What follows belongs to an exercise in optimizing a design on an open flow for small area; a production flow would make more cautious choices. No activity file was given, so power comes from the tool's default toggle rates.

==> run a <==
==> flow/design.v (excerpt) <==
module top(
	input clk, 
	input rst, 
	input [7:0]sw, 
	input [3:0]btn, 
	output [3:0]an, 
	output reg [6:0]seg, 
	output dp, 
	output [7:0]led, 
	output beep 
	);
export LEC_CHECK = 0
export CAP_MARGIN = 10
export CORE_MARGIN = 2
export CORE_UTILIZATION = 50
export GPL_TIMING_DRIVEN = 0
export PLACE_DENSITY = 0.75
export SLEW_MARGIN = 10
create_clock -name core_clock -period 12.0 [get_ports {clk}]
standard.sh (not shown) runs the stock make flow with config.mk's settings and CLKGATE_MAP_FILE= SYNTH_SCRIPT=/design/flow/synth_recipe.tcl, a recipe that flattens the netlist after the stock synthesis.
==> flow/flow/run.sh <==
#!/bin/bash
# Own flow: the standard synthesis, then its combinational logic re-mapped
# for area by ABC (flip-flop instances untouched), then the standard layout.
# Each tool writes its full output to a log file in this folder.
set -euo pipefail
R=$PWD/orfs/results/$FLOW_PLATFORM/top/base
LIB=$FLOW_HOME/platforms/$FLOW_PLATFORM/lib/sky130_fd_sc_hd__tt_025C_1v80.lib
YOSYS=$FLOW_HOME/../tools/install/yosys/bin/yosys
command -v "$YOSYS" >/dev/null 2>&1 || YOSYS=yosys

bash standard.sh synth > synth_std.log 2>&1
cp $R/1_2_yosys.v netlist_std.v

FFS=$(grep -o "sky130_fd_sc_hd__[a-z]*df[a-z0-9_]*" netlist_std.v | sort -u | tr '\n' ' ')
sed -e "s#@LIB@#$LIB#g" -e "s#@FFS@#$FFS#g" -e "s#@ABC@#$PWD/flow/area.abc#g" \
    -e "s#@IN@#$PWD/netlist_std.v#g" -e "s#@OUT@#$PWD/netlist_resyn.v#g" flow/resyn.ys > resyn.ys
"$YOSYS" -l resyn.log -s resyn.ys > /dev/null 2>&1

cp netlist_resyn.v $R/1_2_yosys.v
rm -f $R/1_synth.odb $R/1_synth.sdc
bash standard.sh synth > synth_odb.log 2>&1
# clock tree: large buffers on clusters of flip-flops, no dummy loads
export CTS_ARGS="-sink_clustering_enable -repair_clock_nets -sink_clustering_size 20 -sink_clustering_max_diameter 60 -buf_list sky130_fd_sc_hd__clkbuf_8 -dont_use_dummy_load"
# small port buffers
export BUFFER_PORTS_ARGS="-buffer_cell sky130_fd_sc_hd__buf_1"
bash standard.sh > layout.log 2>&1
==> flow/flow/area.abc <==
strash
balance -l
resub -K 6 -l
rewrite -l
resub -K 6 -N 2 -l
refactor -l
resub -K 8 -l
balance -l
resub -K 8 -N 2 -l
rewrite -l
resub -K 10 -l
rewrite -z -l
resub -K 10 -N 2 -l
balance -l
resub -K 12 -l
refactor -z -l
resub -K 12 -N 2 -l
rewrite -z -l
balance -l
&get -n
&deepsyn -T 60
&put
dch -f
amap -m
==> flow/flow/resyn.ys <==
# re-map the combinational logic of the standard synthesis netlist
read_liberty -ignore_miss_func @LIB@
read_verilog @IN@
hierarchy -top top
setattr -mod -set keep_hierarchy 1 @FFS@
flatten top
select -module top
opt_clean
abc -liberty @LIB@ -script @ABC@ -dont_use sky130_fd_sc_hd__probe_p_8 -dont_use sky130_fd_sc_hd__probec_p_8 -dont_use *lpflow*
opt_clean -purge
hilomap -singleton -hicell sky130_fd_sc_hd__conb_1 HI -locell sky130_fd_sc_hd__conb_1 LO
splitnets
opt_clean -purge
select -clear
tee -o resyn_stat.txt stat -liberty @LIB@ top
select top
write_verilog -noattr -nohex -nodec -selected @OUT@
==> inputs of run b, as changes to run a <==
--- a/flow/design.v
+++ b/flow/design.v
@@ -418,50 +418,37 @@
 	switch s6(sw[6],clk,rst,sw6);
 	switch s7(sw[7],clk,rst,sw7);
 	wire [6:0]t7;
 	wire rise_a,rise_b,rise_c,rise_d,rise_e,sq_f;
 	timebase tb1(clk,rst,t7,rise_a,rise_b,rise_c,rise_d,rise_e,sq_f);
 	reg [1:0]gamestate; 
 	reg [3:0]curr_rec; 
 	reg win;
-	reg [15:0]ans_n; 
-	wire [15:0]ans=~ans_n;
+	reg [15:0]ans;
 	reg edit_rst;
 	reg mem_we;
 	reg gameover_rst;
 	reg guess_wrong;
 	reg [1:0]curr; 
 	reg [15:0]num; 
-	reg [15:0]rnd_n; 
-	reg [15:0]random_n; 
-	wire [15:0]rnd=~rnd_n;
-	wire [15:0]random=~random_n;
+	reg [15:0]rnd;
+	reg [15:0]random;
 	wire nosame_ok=num[3:0]!=num[7:4]&&num[3:0]!=num[11:8]&&num[3:0]!=num[15:12]&&
 		num[7:4]!=num[11:8]&&num[7:4]!=num[15:12]&&num[11:8]!=num[15:12];
 	wire rnd_ok=rnd[3:0]!=rnd[7:4]&&rnd[3:0]!=rnd[11:8]&&rnd[3:0]!=rnd[15:12]&&
 		rnd[7:4]!=rnd[11:8]&&rnd[7:4]!=rnd[15:12]&&rnd[11:8]!=rnd[15:12];
-	wire hit4_now;
-	wire jmem;
-	reg hit4_q;
-	always@(posedge clk)
-	begin
-		if(rst)
-			hit4_q<=0;
-		else if(~jmem)
-			hit4_q<=hit4_now;
-	end
-	wire hit4=jmem?hit4_q:hit4_now;
+	wire hit4=num==ans; 
 	always@(posedge clk)
 	begin
 		if(rst)begin
 			gamestate<=0;
 			curr_rec<=0;
 			win<=0;
-			ans_n<=~16'h1234;
+			ans<=16'h1234;
 			edit_rst<=0;
 			mem_we<=0;
 			gameover_rst<=0;
 			guess_wrong<=0;
 		end
 		else if(sw7)begin
 			gamestate<=0;
 			curr_rec<=0;
@@ -469,28 +456,28 @@
 		end
 		else begin
 			guess_wrong<=0;
 			case(gamestate)
 				0:begin
 					if(key_l|key_r|key_i|key_d)begin
 						gamestate<=1;
 						curr_rec<=0;
-						ans_n<=random_n;
+						ans<=random;
 						edit_rst<=1;
 					end
 				end
 				1:begin
 					edit_rst<=0;
 					if(sw1&&~sw0)begin 
 						gamestate<=2;
 						if(nosame_ok)begin
 							curr_rec<=curr_rec+4'd1;
 							mem_we<=1;
-							if(~hit4_now)
+							if(~hit4)
 								guess_wrong<=1;
 						end
 					end
 				end
 				2:begin
 					if(nosame_ok)begin
 						mem_we<=0;
 						if(hit4)begin
@@ -569,34 +556,34 @@
 				1:num[7:4]<=cd_new;
 				2:num[11:8]<=cd_new;
 				3:num[15:12]<=cd_new;
 			endcase
 	end
 	always@(posedge clk)
 	begin
 		if(rst)
-			rnd_n<=16'hffff;
+			rnd<=0;
 		else
 		begin
-			rnd_n[3:0]<=~inc10(rnd[3:0]);
+			rnd[3:0]<=inc10(rnd[3:0]);
 			if(rnd[3:0]==9)
-				rnd_n[7:4]<=~inc10(rnd[7:4]);
+				rnd[7:4]<=inc10(rnd[7:4]);
 			if(rnd[7:0]==8'h99)
-				rnd_n[11:8]<=~inc10(rnd[11:8]);
+				rnd[11:8]<=inc10(rnd[11:8]);
 			if(rnd[11:0]==12'h999)
-				rnd_n[15:12]<=~inc10(rnd[15:12]);
+				rnd[15:12]<=inc10(rnd[15:12]);
 		end
 	end
 	always@(posedge clk)
 	begin
 		if(rst)
-			random_n<=~16'd123;
+			random<=16'd123;
 		else if(rnd_ok)
-			random_n<=rnd_n;
+			random<=rnd;
 	end
 	function [6:0]enc2(input [3:0]a,input [3:0]b);
 		case({a[3],b[3]})
 			2'b00:enc2={1'b0,a[2:0],b[2:0]};
 			2'b10:enc2={3'b100,a[0],b[2:0]};
 			2'b01:enc2={3'b101,b[0],a[2:0]};
 			2'b11:enc2={5'b11000,a[0],b[0]};
 		endcase
@@ -675,33 +662,33 @@
 		if(rst)
 		begin
 			blink<=0;
 			hk<=0;
 		end
 		else if(rise_b)
 		begin
 			blink<=~blink;
-			hk<=(hk==8)?4'd0:hk+4'd1;
+			hk<=(hk[1]&hk[2])?4'd0:{hk[2:0],~(hk[0]^hk[3])};
 		end
 	end
 	always@(posedge clk)
 	begin
 		if(rst)
 		begin
 			cl<=0;
 			ck<=0;
 		end
 		else if(gameover_rst)
 		begin
 			cl<=1;
 			ck<=0;
 		end
 		else if(rise_b)
-			ck<=(ck==18)?5'd0:ck+5'd1;
+			ck<=(~ck[0]&~ck[1]&ck[4])?5'd0:{ck[3:0],~(ck[0]^ck[4])};
 	end
 	always@(posedge clk)
 	begin
 		if(rst|gameover_rst)
 			ls<=0;
 		else if(rise_d)
 			ls<=~ls;
 	end
@@ -709,83 +696,168 @@
 	always@(posedge clk)
 	begin
 		if(rst)
 			c<=0;
 		else if(rise_a)
 			c<={c[1]^c[0],~c[0]};
 	end
 	assign an={~(c[1]&c[0]),~(c[1]&~c[0]),~(~c[1]&c[0]),~(~c[1]&~c[0])};
-	assign jmem=sw0&(rstate!=0);
-	wire [15:0]jn=jmem?memdata:num;
+	wire [15:0]jn=sw0?memdata:num;
 	reg [3:0]xd,ad;
 	always@(*)
 	begin
 		case(c)
 			0:begin xd=jn[3:0]; ad=ans[3:0]; end
 			1:begin xd=jn[7:4]; ad=ans[7:4]; end
 			2:begin xd=jn[11:8]; ad=ans[11:8]; end
 			3:begin xd=jn[15:12]; ad=ans[15:12]; end
 		endcase
 	end
 	wire [3:0]e0={jn[3:0]==ans[15:12],jn[3:0]==ans[11:8],jn[3:0]==ans[7:4],jn[3:0]==ans[3:0]};
 	wire [3:0]e1={jn[7:4]==ans[15:12],jn[7:4]==ans[11:8],jn[7:4]==ans[7:4],jn[7:4]==ans[3:0]};
 	wire [3:0]e2={jn[11:8]==ans[15:12],jn[11:8]==ans[11:8],jn[11:8]==ans[7:4],jn[11:8]==ans[3:0]};
 	wire [3:0]e3={jn[15:12]==ans[15:12],jn[15:12]==ans[11:8],jn[15:12]==ans[7:4],jn[15:12]==ans[3:0]};
-	assign hit4_now=e3[3]&e2[2]&e1[1]&e0[0];
 	wire [3:0]m=c[1]?{e3[3],e2[2],e1[1],e0[0]}:
 		{e3[2]|e3[1]|e3[0],e2[3]|e2[1]|e2[0],e1[3]|e1[2]|e1[0],e0[3]|e0[2]|e0[1]};
 	reg [2:0]jcnt;
 	always@(*)
 	begin
 		case(m)
 			4'b0000:jcnt=0;
 			4'b0001,4'b0010,4'b0100,4'b1000:jcnt=1;
 			4'b0011,4'b0101,4'b0110,4'b1001,4'b1010,4'b1100:jcnt=2;
 			4'b1111:jcnt=4;
 			default:jcnt=3;
 		endcase
 	end
 	wire [4:0]jch=c[0]?{2'd0,jcnt}:{4'b0101,~c[1]};
-	wire [4:0]hj0={1'b0,hk}+{3'd0,~c};
-	wire [3:0]hj=(hj0>=9)?hj0-5'd9:hj0;
-	wire [5:0]cj0={1'b0,ck}+{4'd0,~c};
-	wire [4:0]cj=(cj0>=19)?cj0-6'd19:cj0;
 	reg [4:0]hch;
 	always@(*)
 	begin
-		case(hj)
-			0,1,2,3:hch=5'd31;
-			4:hch=5'd16;
-			5:hch=5'd14;
-			6,7:hch=5'd18;
-			8:hch=5'd0;
+		case({hk,c})
+			{4'd0,2'd0}:hch=5'd31;
+			{4'd0,2'd1}:hch=5'd31;
+			{4'd0,2'd2}:hch=5'd31;
+			{4'd0,2'd3}:hch=5'd31;
+			{4'd1,2'd0}:hch=5'd16;
+			{4'd1,2'd1}:hch=5'd31;
+			{4'd1,2'd2}:hch=5'd31;
+			{4'd1,2'd3}:hch=5'd31;
+			{4'd2,2'd0}:hch=5'd14;
+			{4'd2,2'd1}:hch=5'd16;
+			{4'd2,2'd2}:hch=5'd31;
+			{4'd2,2'd3}:hch=5'd31;
+			{4'd5,2'd0}:hch=5'd18;
+			{4'd5,2'd1}:hch=5'd14;
+			{4'd5,2'd2}:hch=5'd16;
+			{4'd5,2'd3}:hch=5'd31;
+			{4'd10,2'd0}:hch=5'd18;
+			{4'd10,2'd1}:hch=5'd18;
+			{4'd10,2'd2}:hch=5'd14;
+			{4'd10,2'd3}:hch=5'd16;
+			{4'd4,2'd0}:hch=5'd0;
+			{4'd4,2'd1}:hch=5'd18;
+			{4'd4,2'd2}:hch=5'd18;
+			{4'd4,2'd3}:hch=5'd14;
+			{4'd9,2'd0}:hch=5'd31;
+			{4'd9,2'd1}:hch=5'd0;
+			{4'd9,2'd2}:hch=5'd18;
+			{4'd9,2'd3}:hch=5'd18;
+			{4'd3,2'd0}:hch=5'd31;
+			{4'd3,2'd1}:hch=5'd31;
+			{4'd3,2'd2}:hch=5'd0;
+			{4'd3,2'd3}:hch=5'd18;
+			{4'd6,2'd0}:hch=5'd31;
+			{4'd6,2'd1}:hch=5'd31;
+			{4'd6,2'd2}:hch=5'd31;
+			{4'd6,2'd3}:hch=5'd0;
 			default:hch=5'bxxxxx;
 		endcase
 	end
 	reg [4:0]cch;
 	always@(*)
 	begin
-		case(cj)
-			0,1,2,3:cch=5'd31;
-			4:cch=5'd12;
-			5:cch=5'd29;
-			6:cch=5'd19;
-			7:cch=5'd9;
-			8:cch=5'd22;
-			9:cch=5'd10;
-			10:cch=5'd23;
-			11:cch=5'd24;
-			12:cch=5'd18;
-			13:cch=5'd10;
-			14:cch=5'd23;
-			15:cch=5'd28;
-			16:cch=5'd29;
-			17:cch=5'd19;
-			18:cch=5'd5;
+		case({ck,c})
+			{5'd0,2'd0}:cch=5'd31;
+			{5'd0,2'd1}:cch=5'd31;
+			{5'd0,2'd2}:cch=5'd31;
+			{5'd0,2'd3}:cch=5'd31;
+			{5'd1,2'd0}:cch=5'd12;
+			{5'd1,2'd1}:cch=5'd31;
+			{5'd1,2'd2}:cch=5'd31;
+			{5'd1,2'd3}:cch=5'd31;
+			{5'd2,2'd0}:cch=5'd29;
+			{5'd2,2'd1}:cch=5'd12;
+			{5'd2,2'd2}:cch=5'd31;
+			{5'd2,2'd3}:cch=5'd31;
+			{5'd5,2'd0}:cch=5'd19;
+			{5'd5,2'd1}:cch=5'd29;
+			{5'd5,2'd2}:cch=5'd12;
+			{5'd5,2'd3}:cch=5'd31;
+			{5'd10,2'd0}:cch=5'd9;
+			{5'd10,2'd1}:cch=5'd19;
+			{5'd10,2'd2}:cch=5'd29;
+			{5'd10,2'd3}:cch=5'd12;
+			{5'd21,2'd0}:cch=5'd22;
+			{5'd21,2'd1}:cch=5'd9;
+			{5'd21,2'd2}:cch=5'd19;
+			{5'd21,2'd3}:cch=5'd29;
+			{5'd11,2'd0}:cch=5'd10;
+			{5'd11,2'd1}:cch=5'd22;
+			{5'd11,2'd2}:cch=5'd9;
+			{5'd11,2'd3}:cch=5'd19;
+			{5'd22,2'd0}:cch=5'd23;
+			{5'd22,2'd1}:cch=5'd10;
+			{5'd22,2'd2}:cch=5'd22;
+			{5'd22,2'd3}:cch=5'd9;
+			{5'd12,2'd0}:cch=5'd24;
+			{5'd12,2'd1}:cch=5'd23;
+			{5'd12,2'd2}:cch=5'd10;
+			{5'd12,2'd3}:cch=5'd22;
+			{5'd25,2'd0}:cch=5'd18;
+			{5'd25,2'd1}:cch=5'd24;
+			{5'd25,2'd2}:cch=5'd23;
+			{5'd25,2'd3}:cch=5'd10;
+			{5'd19,2'd0}:cch=5'd10;
+			{5'd19,2'd1}:cch=5'd18;
+			{5'd19,2'd2}:cch=5'd24;
+			{5'd19,2'd3}:cch=5'd23;
+			{5'd7,2'd0}:cch=5'd23;
+			{5'd7,2'd1}:cch=5'd10;
+			{5'd7,2'd2}:cch=5'd18;
+			{5'd7,2'd3}:cch=5'd24;
+			{5'd14,2'd0}:cch=5'd28;
+			{5'd14,2'd1}:cch=5'd23;
+			{5'd14,2'd2}:cch=5'd10;
+			{5'd14,2'd3}:cch=5'd18;
+			{5'd29,2'd0}:cch=5'd29;
+			{5'd29,2'd1}:cch=5'd28;
+			{5'd29,2'd2}:cch=5'd23;
+			{5'd29,2'd3}:cch=5'd10;
+			{5'd27,2'd0}:cch=5'd19;
+			{5'd27,2'd1}:cch=5'd29;
+			{5'd27,2'd2}:cch=5'd28;
+			{5'd27,2'd3}:cch=5'd23;
+			{5'd23,2'd0}:cch=5'd5;
+			{5'd23,2'd1}:cch=5'd19;
+			{5'd23,2'd2}:cch=5'd29;
+			{5'd23,2'd3}:cch=5'd28;
+			{5'd15,2'd0}:cch=5'd31;
+			{5'd15,2'd1}:cch=5'd5;
+			{5'd15,2'd2}:cch=5'd19;
+			{5'd15,2'd3}:cch=5'd29;
+			{5'd30,2'd0}:cch=5'd31;
+			{5'd30,2'd1}:cch=5'd31;
+			{5'd30,2'd2}:cch=5'd5;
+			{5'd30,2'd3}:cch=5'd19;
+			{5'd28,2'd0}:cch=5'd31;
+			{5'd28,2'd1}:cch=5'd31;
+			{5'd28,2'd2}:cch=5'd31;
+			{5'd28,2'd3}:cch=5'd5;
 			default:cch=5'bxxxxx;
 		endcase
 	end
 	reg [4:0]n; 
 	always@(*)
 	begin
 		if(sw6)
 			n={1'b0,ad};
@@ -849,29 +921,35 @@
 			5:seg=7'b0010010; 
 			6:seg=7'b0000010; 
 			7:seg=7'b1111000; 
 			8:seg=7'b0000000; 
 			9:seg=7'b0010000; 
 			10:seg=7'b0001000; 
 			11:seg=7'b0000011; 
 			12:seg=7'b1000110; 
+			13:seg=7'b0100001; 
 			14:seg=7'b0000110; 
 			15:seg=7'b0001110; 
 			16:seg=7'b0001001; 
+			17:seg=7'b1110001; 
 			18:seg=7'b1000111; 
 			19:seg=7'b0101011; 
+			20:seg=7'b0001100; 
+			21:seg=7'b0011000; 
 			22:seg=7'b0101111; 
 			23:seg=7'b0000111; 
 			24:seg=7'b1000001; 
+			25:seg=7'b0010001; 
+			26:seg=7'b0111111; 
 			27:seg=7'b1110111; 
 			28:seg=7'b1111011; 
 			29:seg=7'b0100011; 
+			30:seg=7'b1100011; 
 			31:seg=7'b1111111;
-			default:seg=7'bxxxxxxx; 
 		endcase
 	end
 	wire [7:0]tw;
 	twinkle8 twinkle81(clk,rst,rise_e,t7,tw);
 	wire sound_out;
 	sound sound1(clk,rst,key_l|key_r|key_i|key_d,guess_wrong,win,sq_f,sound_out);
 	assign beep=sw5?sound_out:1'b1;
 	assign dp=1;
--- a/flow/flow/run.sh
+++ b/flow/flow/run.sh
@@ -15,12 +15,10 @@
 sed -e "s#@LIB@#$LIB#g" -e "s#@FFS@#$FFS#g" -e "s#@ABC@#$PWD/flow/area.abc#g" \
     -e "s#@IN@#$PWD/netlist_std.v#g" -e "s#@OUT@#$PWD/netlist_resyn.v#g" flow/resyn.ys > resyn.ys
 "$YOSYS" -l resyn.log -s resyn.ys > /dev/null 2>&1
 
 cp netlist_resyn.v $R/1_2_yosys.v
 rm -f $R/1_synth.odb $R/1_synth.sdc
 bash standard.sh synth > synth_odb.log 2>&1
 # clock tree: large buffers on clusters of flip-flops, no dummy loads
-export CTS_ARGS="-sink_clustering_enable -repair_clock_nets -sink_clustering_size 20 -sink_clustering_max_diameter 60 -buf_list sky130_fd_sc_hd__clkbuf_8 -dont_use_dummy_load"
-# small port buffers
-export BUFFER_PORTS_ARGS="-buffer_cell sky130_fd_sc_hd__buf_1"
+export CTS_ARGS="-sink_clustering_enable -repair_clock_nets -sink_clustering_size 16 -sink_clustering_max_diameter 50 -buf_list {sky130_fd_sc_hd__clkbuf_8 sky130_fd_sc_hd__clkbuf_16} -dont_use_dummy_load"
 bash standard.sh > layout.log 2>&1
--- a/flow/flow/area.abc
+++ b/flow/flow/area.abc
@@ -16,9 +16,9 @@
 refactor -z -l
 resub -K 12 -N 2 -l
 rewrite -z -l
 balance -l
 &get -n
 &deepsyn -T 60
 &put
 dch -f
-amap -m
+amap
==> flow/config.mk (replaced) <==
export PLATFORM = sky130hd
export DESIGN_NAME = top
export DESIGN_NICKNAME = top
export VERILOG_FILES = /design/flow/design.v
export SDC_FILE = /design/flow/constraint.sdc
export NUM_CORES = 4
export LEC_CHECK = 0
export CAP_MARGIN = 0
export CORE_MARGIN = 2
export CORE_UTILIZATION = 50
export SLEW_MARGIN = 0
==> comparison <==
- Run a went through all stages and came out clean. Run b finished clean.
- In run b the sequential cell count is lower than in run a, by 1.
- Between run a and run b, the lower die area is in run a (gap about 2.4%, measured against run b).
- Synthesized area: run a is smaller than run b (2.4%).
- Of run b and run a, run b has the higher clock power (gap 54%, measured against run a).
- Of run b and run a, run a has the higher sequential share of layout area (gap 2.6 points).
- Against run a, the worst hold slack of run b is better by 8.3 ps.
No functional check of the RTL was part of any run of this note.

[re-timing with driven ports]
Ports are ideal in the flow. The routed layouts listed here were re-timed in OpenROAD. Step 1 assumes that a clkbuf_16 drives the clock port and a buf_2 every other input. Step 2 times the ports against the registers' clock, not the clock port: input delays grow and output delays shrink by t, the midpoint of the rising clock arrivals with the driver on. a / b / c = ideal / step 1 / step 2; a / b = the first two.
| run | t (ns) | slack for setup (ns) | worst data-port slew with drivers (ns) |
|---|---|---|---|
| run a | 0.655 | 0.624 / 0.575 / 1.230 | 0.08 |
| run b | 0.606 | 0.958 / 0.901 / 1.507 | 0.08 |
After both steps setup and hold are still met in every run listed.
